From an optimization exercise on the open Yosys and OpenROAD flow, aimed at small area; shortcuts taken in it are not production practice.
In this exercise RTL edits were held to simulation tests only and were not proved equivalent to the original.
No driver is modelled on the clock port, so clock power and skew are understated where the tree is cut down; a real chip needs a root buffer or a tree.
Power and IR drop assume default switching activity.

==> flow/design.v <==
module lowpass_pwm_uart (
    input CLK,
    input RST,
    output B6,
    output PMOD1,
    output PMOD3,
    output PMOD5,
    output PMOD7,
    output PMOD2,
    output PMOD4,
    output PMOD6,
    output PMOD8
);
    reg [7:0] K;
    reg [5:0] r;
    reg z;             
    reg [8:0] u;
    reg p;
    reg [7:0] lo;      
    reg [7:0] nm;      
    reg [7:0] nh;      
    reg b6;
    reg [2:0] ns3;     
    reg sf;            
    wire k7 = &K[2:0];
    wire kz = ~|K[2:0];
    wire rw = r[0] & ~r[1] & r[3] & ~r[5];    
    wire [7:0] nd = ~(u[7:0] ^ {8{u[8]}});   
    wire [8:0] kc;
    wire [7:0] k1;
    assign kc[0] = rw;
    wire [9:0] uc;
    wire [8:0] u1;
    assign uc[0] = z;
    wire [8:0] n, m;
    assign n[0] = 1'b1;
    assign m[0] = 1'b1;
    wire [8:0] ac;
    wire [7:0] lo1;
    assign ac[0] = np;
    wire np = ~p;
    wire [16:0] hc;
    wire [15:0] nx = {nh, nm};
    wire [15:0] nx1;
    assign hc[0] = ~ac[8];
    genvar i;
    generate
        for (i = 0; i < 8; i = i + 1) begin : g_k
            assign k1[i] = K[i] ^ kc[i];
            assign kc[i+1] = K[i] & kc[i];
            assign n[i+1] = (K[i] & nd[i]) | (K[i] & n[i]) | (nd[i] & n[i]);
            assign m[i+1] = (K[i] & nh[i]) | (K[i] & m[i]) | (nh[i] & m[i]);
            assign lo1[i] = lo[i] ^ nh[i] ^ ac[i];
            assign ac[i+1] = (lo[i] & nh[i]) | (ac[i] & (lo[i] ^ nh[i]));
        end
        for (i = 0; i < 9; i = i + 1) begin : g_u
            assign u1[i] = u[i] ^ uc[i];
            assign uc[i+1] = u[i] & uc[i];
        end
        for (i = 0; i < 16; i = i + 1) begin : g_a
            assign nx1[i] = nx[i] ^ p ^ hc[i];
            assign hc[i+1] = (nx[i] & p) | (hc[i] & (nx[i] ^ p));
        end
    endgenerate
    always @(posedge CLK) begin
        if (RST) begin
            K <= 8'd0;
            r <= 6'd53;
            z <= 1'b1;
            u <= 9'd0;
            p <= 1'b0;
            lo <= 8'd0;
            nm <= 8'hff;
            nh <= 8'hff;
            b6 <= 1'b0;
            ns3 <= 3'b111;
            sf <= 1'b0;
        end else begin
            r <= rw ? {k7, 1'b1, ~k7, k7, ~k7, k7} : {r[4:0], r[5] ^ r[4]};
            K <= k1;
            z <= kc[8];
            u <= u1;
            if (z) begin
                ns3 <= nh[7:5];
                sf <= ~|nh;
            end
            p <= ~n[8];
            lo <= lo1;
            {nh, nm} <= nx1;
            b6 <= ~m[8];
        end
    end
    assign B6 = b6;
    assign PMOD2 = ~&ns3;
    assign PMOD4 = ~(ns3[2] & ns3[1]);
    assign PMOD6 = ~(ns3[2] & (ns3[1] | ns3[0]));
    assign PMOD8 = ~ns3[2];
    assign PMOD1 = ~(ns3[2] | (ns3[1] & ns3[0]));
    assign PMOD3 = ~(ns3[2] | ns3[1]);
    assign PMOD5 = ~|ns3;
    assign PMOD7 = sf;
endmodule
Settings: LEC_CHECK=0, CAP_MARGIN=20, CORE_MARGIN=2, CORE_UTILIZATION=70, SLEW_MARGIN=20; clock period 10.0 ns.
standard.sh (not shown) runs the stock make flow with config.mk's settings and CLKGATE_MAP_FILE= SYNTH_SCRIPT=/design/flow/synth_recipe.tcl, a recipe that flattens the netlist after the stock synthesis.
==> flow/flow/run.sh <==
#!/bin/bash
# The standard layout (standard.sh) with three changes:
#  1. after the standard synthesis, the logic between the registers is
#     re-mapped by ABC for area (flow/resynth.ys); registers, full and half
#     adder cells are kept as the standard synthesis made them;
#  2. the ports are buffered with buf_1;
#  3. the clock tree is four buffers fed by the clock port, each driving the
#     flip-flops of one quarter of the die (flow/clock_tree.tcl, run in place
#     of TritonCTS).
# Each tool's full output goes to a log file here.
set -euo pipefail
here=$(pwd)
res=$here/orfs/results/$FLOW_PLATFORM/lowpass_pwm_uart/base
yosys_exe=$(command -v yosys || echo "$FLOW_HOME/../tools/install/yosys/bin/yosys")

bash standard.sh synth > standard_synth.log 2>&1

cp "$res/1_2_yosys.v" "$here/synth_standard.v"
RESYNTH_IN="$here/synth_standard.v" RESYNTH_OUT="$here/synth_resynth.v" \
  RESYNTH_LIB="$FLOW_HOME/platforms/$FLOW_PLATFORM/lib/sky130_fd_sc_hd__tt_025C_1v80.lib" \
  "$yosys_exe" -c "$here/flow/resynth.tcl" > resynth.log 2>&1
cp "$here/synth_resynth.v" "$res/1_2_yosys.v"
rm -f "$res/1_synth.odb" "$res/1_synth.sdc"

bash standard.sh \
  "BUFFER_PORTS_ARGS=-buffer_cell sky130_fd_sc_hd__buf_1" \
  "PRE_CTS_TCL=$here/flow/clock_tree.tcl" \
  finish > standard.log 2>&1
Other scripts of this flow, unchanged in this note and not shown: flow/flow/clock_tree.tcl, flow/flow/resynth.tcl
==> next run, changes <==
--- a/flow/design.v
+++ b/flow/design.v
@@ -21,13 +21,13 @@
     reg [7:0] nh;      
     reg b6;
     reg [2:0] ns3;     
     reg sf;            
     wire k7 = &K[2:0];
     wire kz = ~|K[2:0];
-    wire rw = r[0] & ~r[1] & r[3] & ~r[5];    
+    wire rw = r[0] & r[1] & r[3] & r[5];    
     wire [7:0] nd = ~(u[7:0] ^ {8{u[8]}});   
     wire [8:0] kc;
     wire [7:0] k1;
     assign kc[0] = rw;
     wire [9:0] uc;
     wire [8:0] u1;
@@ -62,24 +62,24 @@
             assign hc[i+1] = (nx[i] & p) | (hc[i] & (nx[i] ^ p));
         end
     endgenerate
     always @(posedge CLK) begin
         if (RST) begin
             K <= 8'd0;
-            r <= 6'd53;
+            r <= 6'd56;
             z <= 1'b1;
             u <= 9'd0;
             p <= 1'b0;
             lo <= 8'd0;
             nm <= 8'hff;
             nh <= 8'hff;
             b6 <= 1'b0;
             ns3 <= 3'b111;
             sf <= 1'b0;
         end else begin
-            r <= rw ? {k7, 1'b1, ~k7, k7, ~k7, k7} : {r[4:0], r[5] ^ r[4]};
+            r <= rw ? {1'b1, 1'b1, 1'b1, ~k7, 1'b0, 1'b0} : {r[4:0], r[5] ^ r[4]};
             K <= k1;
             z <= kc[8];
             u <= u1;
             if (z) begin
                 ns3 <= nh[7:5];
                 sf <= ~|nh;
Worst hold slack gets worse by 0.040 ns.
Sequential share of layout area came out higher by 0.19 points.
Core utilization drops by 0.34 points.
First-iteration DRC count rises by about 70%.
Routed wire length falls by about 0.8%.
Global-route usage is about the same.
Area after synthesis drops by about 0.46%.
Power is about the same.
Cell area drops by about 0.44%.
Register-to-register slack gets worse by 0.097 ns.
Via count rises by about 0.8%.
In every run of this note, the design's own scripts or RTL, not TritonCTS, make the clock network.

========
Setup of rev 12:
RTL: the design.v shown in full above, as it stands there.
make LEC_CHECK=0 CAP_MARGIN=20 CORE_MARGIN=2 CORE_UTILIZATION=40 SLEW_MARGIN=20 finish   # period 10.0 ns
run.sh (not shown) runs the stock make flow with config.mk's settings and CLKGATE_MAP_FILE= SYNTH_SCRIPT=/design/flow/synth_recipe.tcl, a recipe that flattens the netlist after the stock synthesis.
Stock flow here: none of the scripts above is used.
Edits applied to the flow inputs when going from rev 12 to rev 13:
--- a/flow/design.v
+++ b/flow/design.v
@@ -21,13 +21,13 @@
     reg [7:0] nh;      
     reg b6;
     reg [2:0] ns3;     
     reg sf;            
     wire k7 = &K[2:0];
     wire kz = ~|K[2:0];
-    wire rw = r[0] & ~r[1] & r[3] & ~r[5];    
+    wire rw = r[0] & r[1] & r[3] & r[5];    
     wire [7:0] nd = ~(u[7:0] ^ {8{u[8]}});   
     wire [8:0] kc;
     wire [7:0] k1;
     assign kc[0] = rw;
     wire [9:0] uc;
     wire [8:0] u1;
@@ -62,24 +62,24 @@
             assign hc[i+1] = (nx[i] & p) | (hc[i] & (nx[i] ^ p));
         end
     endgenerate
     always @(posedge CLK) begin
         if (RST) begin
             K <= 8'd0;
-            r <= 6'd53;
+            r <= 6'd56;
             z <= 1'b1;
             u <= 9'd0;
             p <= 1'b0;
             lo <= 8'd0;
             nm <= 8'hff;
             nh <= 8'hff;
             b6 <= 1'b0;
             ns3 <= 3'b111;
             sf <= 1'b0;
         end else begin
-            r <= rw ? {k7, 1'b1, ~k7, k7, ~k7, k7} : {r[4:0], r[5] ^ r[4]};
+            r <= rw ? {1'b1, 1'b1, 1'b1, ~k7, 1'b0, 1'b0} : {r[4:0], r[5] ^ r[4]};
             K <= k1;
             z <= kc[8];
             u <= u1;
             if (z) begin
                 ns3 <= nh[7:5];
                 sf <= ~|nh;
Results
- Rev 13 has completed all stages; timing, DRC and antenna checks passed.
- Rev 12 finished end to end and its layout was clean on timing, DRC and antenna.
- Cmp rev 13 vs rev 12: post-synthesis instance total higher in rev 13
- Delta (rev 13 minus rev 12): area after synthesis increased by 3.0% relative to the old numbers; wire length increased by 3.1% relative to the old numbers; final area climbed 55 µm²; post-synthesis share of cell area spent on and, or, nand and nor gates climbed 1.4 points.
- On rev 13: post-route clock period utilization is 1.7 points higher than what rev 12 gave.
- Going from rev 12 to rev 13, detailed route wirelength on metal3 moved down, sum of negative setup slack level, initial cell density of the core moved down, clock latency at the later pin of the worst-skew pair level.
- On worst relative slew slack: rev 13 sits below rev 12.

[port drivers added, routing unchanged]
The flow's constraints put no driver on any port. The routed layouts listed below were extracted and timed again, unchanged, in two steps.
Step 1, drivers: a clkbuf_16 drives CLK and a buf_2 each remaining input, both assumed.
Step 2 times the ports against the registers' clock, not the clock port: input delays grow and output delays shrink by t, the midpoint of the rising clock arrivals with the driver on.
a / b / c = ideal ports / drivers / drivers and shift; a / b = the first two.
run | t (ns) | setup slack, ns | clock arrival spread, ns
the first run of note 1 | 0.194 | 1.383 / 1.383 / 1.383 | 0.011 / 0.011
the second run of note 1 | 0.193 | 1.287 / 1.287 / 1.287 | 0.006 / 0.006
rev 12 | 0.330 | 1.412 / 1.412 / 1.412 | 0.012 / 0.011
rev 13 | 0.333 | 1.241 / 1.241 / 1.241 | 0.007 / 0.008
After both steps every run listed still meets setup and hold.
